Source: an optimization exercise on an open RTL-to-GDS flow (aim: small area and a short achievable clock period). Production flows keep margins and buffers that such runs may drop.
The RTL was checked by simulation tests, not by an equivalence proof against the original design.
Power is estimated from default activity; no workload was simulated.

==> flow/design.v, too long to show whole: its modules and the start of the top module <==
// module Convolution_with_pipeline: 1969 lines
// module cv_fa: 4 lines
module Convolution_with_pipeline(clk, rst_n, in_valid, weight_valid, In_IFM_1, In_IFM_2, In_IFM_3, In_IFM_4, In_IFM_5, In_IFM_6, In_IFM_7, In_IFM_8, In_IFM_9, In_Weight_1, In_Weight_2, In_Weight_3, In_Weight_4, In_Weight_5, In_Weight_6, In_Weight_7, In_Weight_8, In_Weight_9, out_valid, Out_OFM);
  // ...
==> flow/flow/run.sh <==
#!/bin/bash
# The standard layout, with plain buffers on the ports instead of the
# delay cells buffer_ports picks by default. Each tool's log stays in orfs/logs;
# make's own output goes to standard.log.
set -euo pipefail
export BUFFER_PORTS_ARGS="-buffer_cell sky130_fd_sc_hd__buf_2"
export CTS_ARGS="-sink_clustering_enable -repair_clock_nets -dont_use_dummy_load -sink_clustering_size 12 -sink_clustering_max_diameter 60 -buf_list sky130_fd_sc_hd__clkbuf_8"
bash standard.sh > standard.log 2>&1
==> flow/standard.sh <==
#!/bin/bash
# synth_recipe.tcl (not shown) runs the flow's synth.tcl, then flattens the netlist and writes it again
# the make line also repeats each setting of config.mk as NAME=value (left out here)
make -C /OpenROAD-flow-scripts/flow DESIGN_CONFIG=/design/flow/config.mk WORK_HOME=/design/flow/orfs CLKGATE_MAP_FILE= SYNTH_SCRIPT=/design/flow/synth_recipe.tcl "${@:-finish}"
==> flow/config.mk <==
export PLATFORM = sky130hd
export DESIGN_NAME = Convolution_with_pipeline
export DESIGN_NICKNAME = Convolution_with_pipeline
export VERILOG_FILES = /design/flow/design.v
export SDC_FILE = /design/flow/constraint.sdc
export NUM_CORES = 4
export LEC_CHECK = 0
export CAP_MARGIN = 20
export CORE_MARGIN = 2
export CORE_UTILIZATION = 60
export PLACE_DENSITY = 0.75
export SETUP_SLACK_MARGIN = 2.0
export SLEW_MARGIN = 20
export SYNTH_HIERARCHICAL = 1
==> flow/constraint.sdc <==
create_clock -name core_clock -period 5.0 [get_ports {clk}]
set_input_delay 1.0000 -clock core_clock [delete_from_list [all_inputs] [get_ports {clk}]]
set_output_delay 1.0000 -clock core_clock [all_outputs]
set_load 0.01 [all_outputs]
==> impl_metrics.csv, run 1 <==
group,metric,value,unit
timing,finalSetupTns,0,ps
yosys,synth_top_area_share,0.517,
yosys,muxShareOfSynthArea,0.0381,
yosys,synth_top_family_by_area,"adder cells",
power,vdd.ir_drop.worst,0.000603,V
cts,clk_latency,610,ps
finish,multi_input_area_share,0.645,
cts,cts_buffers,35,
finish,layoutNonFillerInstCount,2284,
power,p_seq_frac,0.249,
global_routing,grt_pass1_vias,15100,
placement,dp_cells,2242,
worst_setup_path,cp_num_buf_inv,2,
power,p_total,17.1,mW
global_routing,grt_pass1_wl,92.8,mm
status,status,"finished clean",
worst_setup_path,cp_max_fo,12,
finish,nNetsFinal,2535,
worst_setup_path,worst-r2r-setup-slack,2040,ps
timing,slew_viol_final,0,
yosys,yosys_register_bits,310,
routing,routed-via-count,13500,
worst_setup_path,start_kind,"primary input",
yosys,postSynthCellCount,1700,
power,leakage,8.83,nW
routing,ant_nets,0,
yosys,synth-compound-area-share,0.00841,
routing,drt_first_pass_iters,6,
power,combPwrFrac,0.663,
worst_setup_path,rr_worst_depth,5,
cts,post_cts_buffers,0,
yosys,synth_edf_count,0,
power,switching_share,0.445,
global_routing,use_met1,0.486,
finish,multi_input_gates,1284,
timing,setup_viol,0,
finish,inverters,23,
routing,top_layer,"met5",
global_routing,grt_usage,0.355,
worst_setup_path,cpLargestDelayFamily,"adder cells",
finish,top_register,"r1",
cts,h-tree-depth,2,
==> run 2: changes to the inputs <==
--- a/flow/config.mk
+++ b/flow/config.mk
@@ -14 +14,2 @@
 export SYNTH_HIERARCHICAL = 1
+export TNS_END_PERCENT = 5
==> impl_metrics.csv, run 2 <==
group,metric,value,unit
timing,post-route-period-util,0.612,
floorplan,io_pins,170,
timing,fin_skew,75.7,ps
routing,drt-initial-drc-count,1134,
finish,largest_reg_flops,176,
yosys,synth_cell_types,50,
finish,drive_above_1_share,0.170,
placement,dp_hpwl,52.0,mm
finish,layoutNonFillerInstCount,2282,
worst_setup_path,path_cells,"buf_16, clkbuf_16, mux2_4, nand2_1, fa_1, fa_1, fa_1",
worst_setup_path,slowest_delay,610,ps
yosys,yosysMostFrequentCell,"nand2_1",
timing,fmax,0.327,GHz
cts,post_cts_buffers,0,
routing,drt-wirelength-per-cell,27.1,µm
worst_setup_path,rr_worst_depth,5,
finish,stdcell_area,0.0233,mm²
hold_path,holdCritPathClass,"in2async",
global_routing,grt_pass1_vias,14900,
power,cellPowerDensity,721,mW/mm²
yosys,yosysSeqAreaShare,0.293,
timing,slew_headroom,0.391,
timing,rsz0062_at_grt,"yes",
global_routing,antenna_found_initial,0,
status,status,"finished clean",
global_routing,grt_max_degree,28,
routing,via_per_inst,5.90,
placement,dp_cells,2244,
timing,hold_viol,0,
yosys,syn_area,0.0213,mm²
yosys,synth_fa_ha_area_frac,0.522,
run,drv_cap,0,
placement,placed_area,0.0227,mm²
floorplan,die_w,192,µm
yosys,yosysTopAreaCell,"fa_1",
cts,clockBufferDepth,3,
placement,gp_congestion,0.979,
yosys,ys.flop_type,"dfxtp_1",
timing,slew_viol_final,0,
worst_setup_path,critPathKind,"in2reg",
worst_setup_path,crit_slowest_cell,"fa_1",
power,leakage,8.78,nW
finish,fin_util,0.670,
yosys,synth_top_family_by_area,"adder cells",
placement,dpl_worst_slack,1030,ps
yosys,async_reset_ff_frac,0.00968,
floorplan,start_util,0.613,
timing,setup_viol,0,
global_routing,grt-ovfl-total,0,
routing,routed-via-count,13500,
routing,ant_nets,0,
global_routing,grt_pass1_wl,92.8,mm
yosys,synth_top_area_share,0.517,
worst_setup_path,cp_common_cell,"fa_1",
yosys,yosys_register_bits,310,
cts,clock-sinks,310,
cts,root_buffer,"clkbuf_8",
finish,layout_commonest_cell,"nand2_1",
worst_setup_path,critPathCaptureType,"flip-flop",
cts,cts_buffers,36,
yosys,muxShareOfSynthArea,0.0381,
yosys,yosysWarnings,7,
yosys,synth_nets,2406,
timing,setup_ws,1940,ps
floorplan,row_count,68,
floorplan,coreArea,0.0347,mm²
cts,clk_pin_slew,70,ps
yosys,synth-xor-area-share,0.00494,
yosys,synth_top_cells_by_area,"fa_1, dfxtp_1, nand2_1, mux2_2, buf_1",
finish,area_growth_syn_to_layout,9.44,%
routing,routed_wl,61.8,mm
floorplan,dieArea,0.0370,mm²
finish,nNetsFinal,2534,
worst_setup_path,start_kind,"primary input",
worst_setup_path,critPathArrivalTime,3520,ps
finish,final_cell_mix,"nand2_1, fa_1, dfxtp_1",
routing,drt_first_pass_iters,8,
yosys,synth_common_cells,"nand2_1, fa_1, dfxtp_1, buf_1, mux2_2",
floorplan,die_h,192,µm
placement,port_buffers,168,
yosys,yosys.area_share.simple,0.114,
yosys,synth_edf_count,0,
finish,top_regs,"r1 (176), r2 (39), r3 (20)",
worst_setup_path,critPathRequiredTime,5450,ps
cts,clk_latency,620,ps
power,vdd.ir_drop.worst,0.000525,V
finish,n_fill_cell,2550,
global_routing,grt_usage,0.357,
cts,cts_tree,"done",
worst_setup_path,cp_max_fo,28,
yosys,syn_area_per_cell,12.5,µm²
timing,worst_pin_slew,914,ps
yosys,synth-compound-area-share,0.00841,
cts,h-tree-depth,2,
timing,finalSetupTns,0,ps
routing,drc,0,
yosys,postSynthCellCount,1700,
timing,fin_crit,3060,ps
finish,top_register,"r1",
## run 2: cell counts after synthesis
No cell type changed its count.
## run 2: logic make-up after synthesis
logic type / count (synthesis)
XOR/XNOR: 12
flip-flops: 310
other: 1
adder cells (fa/ha/maj): 558
multiplexers: 72
AO/OA/AOI/OAI: 25
buffers and inverters: 106
AND/OR/NAND/NOR: 616
## run 2: worst max-delay path, delay by kind of cell
family / cells / cell delay (ps)
adders and majority gates: 3 / 1490
buffers and inverters: 2 / 480
and+or+nand+nor: 1 / 130
muxes: 1 / 380
## run 2: layer usage
layer | global-route usage | up-vias | part of all wire
li1 | - | 5415 | -
met1 | 0.489 | 7110 | 0.39
met2 | 0.560 | 809 | 0.46
met3 | 0.102 | 130 | 0.12
met4 | 0.111 | 0 | 0.034
met5 | 0 | - | 0
## run 2: power breakdown
group | leakage, nW | internal, mW | total (mW) | switching [mW]
registers | 2.61 | 3.72 | 4.27 | 0.548
logic | 5.91 | 4.95 | 11.0 | 6.01
clock network | 0.259 | 0.642 | 1.54 | 0.895
total | 8.78 | 9.31 | 16.8 | 7.46
## run 2: worst paths after layout
check	from	end	slack, ps
max in group asynchronous	rst_n	v3$_DFF_PN0_	4730
hold reg to reg	r1[0]$_DFF_P_	r2[0]$_DFF_P_	330
min in group core_clock	r1[0]$_DFF_P_	r2[0]$_DFF_P_	330
setup reg to reg	r1[69]$_DFF_P_	r2[18]$_DFF_P_	1970
hold / removal	rst_n	v1$_DFF_PN0_	160
setup / recovery	weight_valid	r1[107]$_DFF_P_	1940
## run 2: what timing repair did
item,4_1_cts,5_1_grt
resized for setup,11,10
gates cloned,0,1
endpoints found under the setup margin,151,50
endpoints found under the hold margin,0,0
hold buffers,0,0
## run 2: area by class of cell
cell class	instances	area [µm²]	area share
multi-input cells	1284	14900	0.642
flip-flops and latches	310	6220	0.267
repair buffers	173	953	0.0410
well taps	455	569	0.0245
clock buffers	36	495	0.0213
inverters	23	86.3	0.00371
diodes	1	2.50	0.000108
## run 2: stage by stage
step / hold slack (ps) / total power, mW
floorplan: 310 / 11.5
global placement: 316 / 14.6
detailed placement: 319 / 15.2
CTS: 135 / 16.8
global route: 142 / 18.5
finish: 162 / 16.8
## run 2: Yosys stat by module (local to each module, per instance)
module                     flip-flops and latches  cells  times used  cell area (µm²)
Convolution_with_pipeline                     310   1151           1            10300
cv_fa                                           0      1         549             20.0
==> run 3: changes to the inputs <==
--- a/flow/config.mk
+++ b/flow/config.mk
@@ -11,5 +11,4 @@
 export PLACE_DENSITY = 0.75
-export SETUP_SLACK_MARGIN = 2.0
+export SETUP_SLACK_MARGIN = 2.05
 export SLEW_MARGIN = 20
 export SYNTH_HIERARCHICAL = 1
-export TNS_END_PERCENT = 5
==> impl_metrics.csv, run 3 <==
group,metric,value,unit
status,status,"finished clean",
finish,n_antenna_cell,0,
cts,root_buffer,"clkbuf_8",
yosys,synth_nets,2406,
global_routing,antenna_found_initial,0,
power,internal_power,9.57,mW
finish,nNetsFinal,2551,
global_routing,grt_usage,0.358,
timing,fmax,0.341,GHz
finish,drive_above_1_share,0.252,
routing,routed_wl,63.2,mm
placement,dp_hpwl,51.4,mm
timing,hold_viol,0,
power,p_seq_frac,0.249,
cts,clk_pin_slew,80,ps
power,combPwrFrac,0.663,
timing,rsz0062_at_grt,"yes",
power,switching_share,0.445,
power,leakage,8.92,nW
placement,gp_congestion,0.959,
floorplan,row_count,68,
routing,drc,0,
yosys,synth_fa_ha_area_frac,0.522,
yosys,yosysSeqAreaShare,0.293,
yosys,async_reset_ff_frac,0.00968,
yosys,muxShareOfSynthArea,0.0381,
floorplan,coreArea,0.0347,mm²
yosys,synth_cell_types,50,
yosys,yosysWarnings,7,
cts,clockBufferDepth,3,
routing,routed-via-count,13800,
finish,area_growth_syn_to_layout,12.4,%
timing,slew_headroom,0.361,
floorplan,io_pins,170,
power,p_clk_frac,0.088,
finish,layout_commonest_cell,"nand2_1",
yosys,yosysMostFrequentCell,"nand2_1",
global_routing,grt_pass1_wl,93.5,mm
yosys,yosys.area_share.simple,0.114,
yosys,ys.flop_type,"dfxtp_1",
timing,worst_pin_slew,959,ps
power,cellPowerDensity,722,mW/mm²
timing,slew_viol_final,0,
timing,fin_crit,2930,ps
yosys,syn_area_per_cell,12.5,µm²
global_routing,grt_pass1_vias,15200,
worst_setup_path,critPathRequiredTime,5430,ps
floorplan,die_h,192,µm
timing,setup_viol,0,
finish,top_regs,"r1 (176), r2 (39), r3 (20)",
power,vdd.ir_drop.worst,0.000573,V
placement,dpl_worst_slack,994,ps
timing,post-route-period-util,0.587,
placement,placed_area,0.0230,mm²
cts,cts_buffers,35,
yosys,synth_top_family_by_area,"adder cells",
worst_setup_path,worst-r2r-setup-slack,2070,ps
routing,drt-initial-drc-count,1365,
worst_setup_path,start_kind,"flip-flop",
timing,setup_ws,2070,ps
floorplan,start_util,0.613,
routing,drt_first_pass_iters,6,
worst_setup_path,critPathKind,"reg2reg",
cts,clk_latency,590,ps
cts,clock-sinks,310,
floorplan,dieArea,0.0370,mm²
placement,port_buffers,168,
finish,largest_reg_flops,176,
finish,final_cell_mix,"nand2_1, fa_1, dfxtp_1",
cts,hold_buffers,0,
cts,cts_tree,"done",
hold_path,holdCritPathClass,"in2async",
power,switchingPower,7.67,mW
finish,top_register,"r1",
yosys,yosysTopAreaCell,"fa_1",
yosys,yosys_register_bits,310,
yosys,synth_top_cells_by_area,"fa_1, dfxtp_1, nand2_1, mux2_2, buf_1",
routing,ant_nets,0,
timing,fin_skew,50.1,ps
global_routing,grt-ovfl-total,0,
yosys,synth_common_cells,"nand2_1, fa_1, dfxtp_1, buf_1, mux2_2",
routing,drt-wirelength-per-cell,27.5,µm
global_routing,grt_max_degree,16,
finish,stdcell_area,0.0239,mm²
yosys,synth_edf_count,0,
power,p_total,17.2,mW
timing,finalSetupTns,0,ps
worst_setup_path,cp_max_fo,1,
run,drv_cap,0,
finish,n_fill_cell,2506,
cts,h-tree-depth,2,
yosys,synth-compound-area-share,0.00841,
yosys,synth-xor-area-share,0.00494,
yosys,postSynthCellCount,1700,
worst_setup_path,critPathCaptureType,"flip-flop",
yosys,syn_area,0.0213,mm²
yosys,synth_top_area_share,0.517,
routing,via_per_inst,6.02,
floorplan,die_w,192,µm
worst_setup_path,critPathArrivalTime,3370,ps
finish,fin_util,0.688,
## run 3: layout make-up
type                       count  area [µm²]  share of cell area
inverter                      23        86.3             0.00361
tap                          455         569              0.0238
clock buffer                  35         482              0.0202
sequential                   310        6230               0.261
multi-input combinational   1288       15300               0.642
timing repair buffer         187        1200              0.0502
## run 3: critical path, cell delays in order (launching register included)
cell	delay [ps]
dfxtp_2	330
fa_2	410
fa_1	540
fa_1	470
fa_2	620
fa_2	440
## run 3: power by group through the flow
stage | sequential (mW) | clock [mW] | combinational [mW]
floorplan | 4.18 | 0 | 7.36
global placement | 4.30 | 0 | 10.8
detailed placement | 4.34 | 0 | 11.2
CTS | 4.29 | 1.55 | 11.4
global route | 4.38 | 1.63 | 12.8
finish | 4.29 | 1.52 | 11.4
## run 3: worst paths after layout
check	startpoint	end	depth (start not counted)
max	r1[70]$_DFF_P_	r2[16]$_DFF_P_	5
min in group core_clock	r1[0]$_DFF_P_	r2[0]$_DFF_P_	0
max in group asynchronous	rst_n	v2$_DFF_PN0_	1
max reg2reg	r1[70]$_DFF_P_	r2[16]$_DFF_P_	5
min reg2reg	r1[0]$_DFF_P_	r2[0]$_DFF_P_	0
min	rst_n	v3$_DFF_PN0_	1
## run 3: Yosys stat by module (local to each module, per instance)
module / cells / flip-flops and latches / area [µm²] / times used
cv_fa: 1 / 0 / 20.0 / 549
Convolution_with_pipeline: 1151 / 310 / 10300 / 1
## run 3: repair_timing
item,CTS,global route
setup endpoints to repair,153,23
pin swaps,8,6
buffers inserted,0,8
gates resized for setup,21,8
cloned,3,9
## run 3: kinds of logic (layout without fill, tap and decap cells)
| kind of cell | count (synthesis) | count (layout) |
|---|---|---|
| AND/OR/NAND/NOR | 616 | 616 |
| multiplexers | 72 | 76 |
| buffers and inverters | 106 | 245 |
| AO/OA/AOI/OAI | 25 | 25 |
| adder cells (fa/ha/maj) | 558 | 558 |
| XOR/XNOR | 12 | 12 |
| flip-flops | 310 | 310 |
| other | 1 | 1 |
## run 3: per-layer routing
metal,track usage,part of all wire,vias to the layer above
met5,0,0,-
met4,0.128,0.050,0
met3,0.0862,0.12,219
met2,0.563,0.46,953
met1,0.493,0.37,7210
li1,-,-,5458
## run 3: stage by stage
stage / hold WS (ps) / cells
floorplan: 310 / 1700
global placement: 311 / 2243
detailed placement: 312 / 2243
CTS: 164 / 2281
global route: 172 / 2298
finish: 190 / 2298
==> run 4: changes to the inputs <==
--- a/flow/config.mk
+++ b/flow/config.mk
@@ -11,4 +11,5 @@
 export PLACE_DENSITY = 0.75
-export SETUP_SLACK_MARGIN = 2.05
+export SETUP_SLACK_MARGIN = 2.1
 export SLEW_MARGIN = 20
 export SYNTH_HIERARCHICAL = 1
+export TNS_END_PERCENT = 20
==> impl_metrics.csv, run 4 <==
group,metric,value,unit
global_routing,antenna_found_initial,0,
worst_setup_path,critPathArrivalTime,3470,ps
worst_setup_path,start_kind,"primary input",
cts,root_buffer,"clkbuf_8",
finish,n_antenna_cell,0,
global_routing,grt_usage,0.361,
routing,drt_first_pass_iters,6,
yosys,synth_top_cells_by_area,"fa_1, dfxtp_1, nand2_1, mux2_2, buf_1",
timing,setup_ws,1990,ps
hold_path,holdCritPathClass,"in2async",
timing,slew_headroom,0.310,
routing,routed-via-count,14100,
cts,cts_tree,"done",
timing,finalSetupTns,0,ps
cts,clk_pin_slew,80,ps
worst_setup_path,cp_max_fo,8,
cts,clock-sinks,310,
yosys,postSynthCellCount,1700,
power,switching_share,0.446,
power,leakage,9.05,nW
yosys,yosysWarnings,7,
timing,fin_crit,3010,ps
run,drv_cap,0,
yosys,ys.flop_type,"dfxtp_1",
status,status,"finished clean",
finish,layout_commonest_cell,"nand2_1",
placement,dp_hpwl,51.0,mm
global_routing,grt_pass1_wl,94.4,mm
global_routing,grt_max_degree,26,
power,internal_power,9.49,mW
cts,h-tree-depth,2,
yosys,syn_area,0.0213,mm²
routing,drc,0,
timing,slew_viol_final,0,
worst_setup_path,critPathRequiredTime,5460,ps
cts,hold_buffers,0,
timing,rsz0062_at_grt,"yes",
finish,layoutNonFillerInstCount,2315,
floorplan,start_util,0.613,
placement,placed_area,0.0227,mm²
timing,hold_viol,0,
timing,post-route-period-util,0.601,
worst_setup_path,critPathCaptureType,"flip-flop",
placement,dp_cells,2242,
floorplan,row_count,68,
yosys,yosys_register_bits,310,
global_routing,grt_pass1_vias,15300,
floorplan,die_w,192,µm
routing,drt-initial-drc-count,1457,
routing,drt-wirelength-per-cell,28.4,µm
yosys,synth_top_area_share,0.517,
power,cellPowerDensity,715,mW/mm²
finish,nNetsFinal,2568,
routing,via_per_inst,6.10,
routing,ant_nets,0,
yosys,synth_nets,2406,
cts,cts_buffers,37,
placement,gp_congestion,0.970,
yosys,yosysSeqAreaShare,0.293,
finish,largest_reg_flops,176,
yosys,synth_common_cells,"nand2_1, fa_1, dfxtp_1, buf_1, mux2_2",
finish,top_regs,"r1 (176), r2 (39), r3 (20)",
yosys,synth_edf_count,0,
floorplan,dieArea,0.0370,mm²
finish,stdcell_area,0.0240,mm²
global_routing,grt-ovfl-total,0,
yosys,syn_area_per_cell,12.5,µm²
timing,worst_pin_slew,1030,ps
cts,clk_latency,580,ps
yosys,synth_cell_types,50,
timing,holdWs,198,ps
cts,clockBufferDepth,3,
finish,drive_above_1_share,0.212,
worst_setup_path,critPathKind,"in2reg",
finish,final_cell_mix,"nand2_1, fa_1, dfxtp_1",
timing,fin_skew,44.4,ps
power,p_clk_frac,0.091,
floorplan,die_h,192,µm
finish,area_growth_syn_to_layout,12.7,%
routing,routed_wl,65.7,mm
power,p_total,17.1,mW
yosys,yosysTopAreaCell,"fa_1",
yosys,async_reset_ff_frac,0.00968,
power,vdd.ir_drop.worst,0.000683,V
placement,dpl_worst_slack,1260,ps
timing,fmax,0.333,GHz
floorplan,io_pins,170,
finish,fin_util,0.690,
power,switchingPower,7.65,mW
power,combPwrFrac,0.659,
yosys,yosysMostFrequentCell,"nand2_1",
timing,setup_viol,0,
finish,top_register,"r1",
placement,port_buffers,168,
power,p_seq_frac,0.250,
floorplan,coreArea,0.0347,mm²
[run 4: cell counts after synthesis]
No cell type changed its count.
[run 4: worst max-delay path: stages]
cell	delay [ps]
buf_16	140
buf_16	180
clkbuf_16	170
mux2_4	350
nand2_2	80
fa_1	460
fa_2	640
fa_1	420
[run 4: timing repair]
| item | CTS | global route |
|---|---|---|
| pin swaps | 10 | 32 |
| cloned | 8 | 17 |
| gates resized for setup | 31 | 34 |
| buffers inserted | 4 | 7 |
| endpoints found under the setup margin | 132 | 90 |
[run 4: path summary, 6_finish.rpt]
path                           startpoint        endpoint  slack, ps  depth (start not counted)
setup / recovery             weight_valid  r1[13]$_DFF_P_       1990                          8
hold / removal                      rst_n    v1$_DFF_PN0_        200                          1
setup reg to reg           r1[69]$_DFF_P_  r2[16]$_DFF_P_       2030                          5
hold reg to reg             r1[2]$_DFF_P_   r2[2]$_DFF_P_        330                          0
max in group asynchronous           rst_n    v3$_DFF_PN0_       4700                          1
min in group core_clock     r1[2]$_DFF_P_   r2[2]$_DFF_P_        330                          0
[run 4: final cells by class]
cell class / count / area (µm²)
Clock buffer: 37 / 509
Fill cell: 2471 / 10800
Inverter: 23 / 86.3
Multi-Input combinational cell: 1299 / 15300
Sequential cell: 310 / 6220
Tap cell: 455 / 569
Timing Repair Buffer: 191 / 1290
[run 4: power by group through the flow]
stage | logic [mW] | registers [mW] | clock network [mW]
after floorplan | 7.30 | 4.18 | 0
after global placement | 10.5 | 4.30 | 0
after detailed placement | 11.0 | 4.32 | 0
after CTS | 11.1 | 4.27 | 1.57
after global routing | 12.6 | 4.37 | 1.67
final | 11.3 | 4.28 | 1.56
[run 4: Yosys stat by module, one instance, submodules excluded]
module / copies in the design / cells inside
Convolution_with_pipeline: 1 / 1151
cv_fa: 549 / 1
[run 4: kinds of logic after synthesis]
group / Yosys count / share of synthesized area
buffers and inverters: 106 / 0.0197
AND/OR/NAND/NOR: 616 / 0.114
other: 1 / 0.000176
adder cells (fa/ha/maj): 558 / 0.522
XOR/XNOR: 12 / 0.00494
multiplexers: 72 / 0.0381
AO/OA/AOI/OAI: 25 / 0.00842
flip-flops: 310 / 0.293
[run 4: metal layers]
metal  routed length, µm  global-route usage  up-vias
met5                  51                   0        -
met4                3480               0.139        2
met3                7850              0.0984      254
met2               29900               0.564     1033
met1               24400               0.489     7322
li1                    -                   -     5515
==> run 5: changes to the inputs <==
--- a/flow/config.mk
+++ b/flow/config.mk
@@ -9,7 +9,6 @@
 export CORE_MARGIN = 2
-export CORE_UTILIZATION = 60
-export PLACE_DENSITY = 0.75
-export SETUP_SLACK_MARGIN = 2.1
+export CORE_UTILIZATION = 65
+export PLACE_DENSITY = 0.8
+export SETUP_SLACK_MARGIN = 2.0
 export SLEW_MARGIN = 20
 export SYNTH_HIERARCHICAL = 1
-export TNS_END_PERCENT = 20
==> impl_metrics.csv, run 5 <==
group,metric,value,unit
routing,routed-via-count,13800,
timing,finalSetupTns,0,ps
yosys,yosys_register_bits,310,
yosys,syn_area_per_cell,12.5,µm²
timing,setup_ws,1980,ps
global_routing,grt_usage,0.383,
global_routing,grt_pass1_wl,92.7,mm
timing,slew_headroom,0.349,
yosys,async_reset_ff_frac,0.00968,
finish,top_register,"r1",
yosys,synth_nets,2406,
timing,post-route-period-util,0.604,
floorplan,die_h,185,µm
finish,drive_above_1_share,0.243,
cts,clk_latency,560,ps
worst_setup_path,critPathArrivalTime,3430,ps
yosys,synth_cell_types,50,
floorplan,dieArea,0.0342,mm²
routing,via_per_inst,6.06,
finish,largest_reg_flops,176,
floorplan,coreArea,0.0324,mm²
timing,slew_viol_final,0,
placement,dpl_worst_slack,1060,ps
power,internal_power,9.58,mW
timing,fin_crit,3020,ps
yosys,ys.flop_type,"dfxtp_1",
yosys,postSynthCellCount,1700,
timing,fmax,0.331,GHz
finish,fin_util,0.733,
cts,root_buffer,"clkbuf_8",
cts,cts_tree,"done",
power,combPwrFrac,0.666,
yosys,syn_area,0.0213,mm²
power,p_total,17.3,mW
cts,clockBufferDepth,3,
worst_setup_path,critPathKind,"in2reg",
worst_setup_path,start_kind,"primary input",
worst_setup_path,cp_max_fo,11,
routing,drc,0,
worst_setup_path,critPathRequiredTime,5410,ps
floorplan,die_w,185,µm
timing,rsz0062_at_grt,"yes",
cts,h-tree-depth,2,
power,p_seq_frac,0.247,
finish,n_fill_cell,2129,
timing,setup_viol,0,
timing,worst_pin_slew,976,ps
cts,cts_buffers,35,
run,drv_cap,0,
power,p_clk_frac,0.087,
placement,gp_congestion,0.965,
routing,drt-wirelength-per-cell,27.0,µm
yosys,yosysTopAreaCell,"fa_1",
finish,layout_commonest_cell,"nand2_1",
power,cellPowerDensity,729,mW/mm²
placement,dp_hpwl,51.0,mm
worst_setup_path,critPathCaptureType,"flip-flop",
cts,hold_buffers,0,
timing,hold_viol,0,
finish,area_growth_syn_to_layout,11.7,%
finish,top_regs,"r1 (176), r2 (39), r3 (20)",
finish,final_cell_mix,"nand2_1, fa_1, dfxtp_1",
cts,clk_pin_slew,80,ps
yosys,synth_top_cells_by_area,"fa_1, dfxtp_1, nand2_1, mux2_2, buf_1",
yosys,yosysMostFrequentCell,"nand2_1",
routing,routed_wl,61.5,mm
power,vdd.ir_drop.worst,0.000575,V
yosys,synth_top_area_share,0.517,
routing,ant_nets,0,
finish,stdcell_area,0.0237,mm²
global_routing,grt-ovfl-total,0,
power,switching_share,0.447,
placement,port_buffers,168,
yosys,yosysSeqAreaShare,0.293,
timing,fin_skew,37.8,ps
floorplan,io_pins,170,
global_routing,grt_pass1_vias,15300,
power,leakage,8.87,nW
placement,placed_area,0.0230,mm²
hold_path,holdCritPathClass,"in2async",
cts,clock-sinks,310,
routing,drt_first_pass_iters,5,
floorplan,row_count,66,
status,status,"finished clean",
yosys,synth_edf_count,0,
global_routing,antenna_found_initial,0,
routing,drt-initial-drc-count,1384,
finish,n_antenna_cell,0,
floorplan,start_util,0.657,
yosys,yosysWarnings,7,
finish,nNetsFinal,2540,
global_routing,grt_max_degree,17,
power,switchingPower,7.73,mW
yosys,synth_common_cells,"nand2_1, fa_1, dfxtp_1, buf_1, mux2_2",
[run 5: cell counts after synthesis]
Identical to the previous run, type by type.
[run 5: kinds of logic (layout without fill, tap and decap cells)]
kind of cell | Yosys count | in the layout | synth area share
simple gates | 616 | 616 | 0.114
xor+xnor | 12 | 12 | 0.00494
flops | 310 | 310 | 0.293
mux | 72 | 72 | 0.0381
buf+inv | 106 | 238 | 0.0197
other cells | 1 | 1 | 0.000176
fa+ha+maj | 558 | 558 | 0.522
compound gates | 25 | 25 | 0.00842
[run 5: what timing repair did]
item                       4_1_cts  5_1_grt
hold endpoints to repair         0        0
gates cloned                     4        2
pin swaps                        1        9
setup endpoints to repair      146       11
gates resized for setup         16        8
setup buffers                    0        4
[run 5: worst paths after layout]
check | start | to | slack (ps) | cells past startpoint
worst max-delay path | weight_valid | r1[68]$_DFF_P_ | 1980 | 7
worst min-delay path | rst_n | v2$_DFF_PN0_ | 220 | 1
worst max register to register | r1[70]$_DFF_P_ | r2[16]$_DFF_P_ | 2020 | 5
worst min register to register | r1[0]$_DFF_P_ | r2[0]$_DFF_P_ | 330 | 0
max in group asynchronous | rst_n | v3$_DFF_PN0_ | 4660 | 1
min in group core_clock | r1[0]$_DFF_P_ | r2[0]$_DFF_P_ | 330 | 0
[run 5: per-stage QoR]
| stage | hold WS (ps) | instances |
|---|---|---|
| after floorplan | 310 | 1700 |
| after global placement | 310 | 2229 |
| after detailed placement | 314 | 2229 |
| after CTS | 201 | 2268 |
| after global routing | 209 | 2274 |
| final | 224 | 2274 |
[run 5: worst max-delay path: stages]
cell     delay [ps]
buf_16          180
buf_16          170
mux2_4          380
nand2_1         140
fa_1            490
fa_1            600
fa_1            440
[run 5: metal layers]
layer	track usage	up-vias	share of wire
met2	0.603	971	0.46
li1	-	5429	-
met3	0.0961	219	0.11
met4	0.158	0	0.055
met1	0.517	7153	0.37
met5	0	-	0
[run 5: area by class of cell]
cell class,count,area (µm²),share of cell area
Inverter,23,86.3,0.00364
Sequential cell,310,6220,0.262
Clock buffer,35,482,0.0203
Timing Repair Buffer,180,1130,0.0474
Multi-Input combinational cell,1284,15300,0.643
Tap cell,442,553,0.0233
[run 5: Yosys stat by module, one instance, submodules excluded]
| module | times used | cell area, µm² | flops+latches | cells |
|---|---|---|---|---|
| Convolution_with_pipeline | 1 | 10300 | 310 | 1151 |
| cv_fa | 549 | 20.0 | 0 | 1 |
[run 5: power by group through the flow]
stage / sequential (mW) / clock, mW / combinational, mW
final: 4.27 / 1.50 / 11.5
after detailed placement: 4.32 / 0 / 11.4
after CTS: 4.27 / 1.51 / 11.4
after global placement: 4.29 / 0 / 10.7
after floorplan: 4.18 / 0 / 7.36
after global routing: 4.36 / 1.60 / 12.7

[separate check: timing with driven ports]
How much do the figures lean on ideal ports? The routed layouts below were timed once more, with nothing changed but the port constraints. Step 1, drivers: a clkbuf_16 drives clk and a buf_2 each remaining input, both assumed. Step 2 times the ports against the registers' clock, not the clock port: input delays grow and output delays shrink by t, the midpoint of the rising clock arrivals with the driver on. Three values: no drivers, after step 1, after step 2; two values: the first two.
| run | shift t [ns] | slack for setup (ns) | worst setup path after step 2 |
|---|---|---|---|
| run 1 | 0.637 | 2.044 / 1.939 / 1.302 | input to register |
| run 2 | 0.639 | 1.940 / 1.907 / 1.268 | input to register |
| run 3 | 0.619 | 2.066 / 1.942 / 1.323 | input to register |
| run 4 | 0.613 | 1.995 / 1.890 / 1.277 | input to register |
| run 5 | 0.587 | 1.982 / 1.921 / 1.335 | input to register |
After both steps setup and hold are still met in every run listed. For run 3, which loses most, drivers alone change the setup slack by -0.124 ns; drivers and shift together by -0.743 ns.
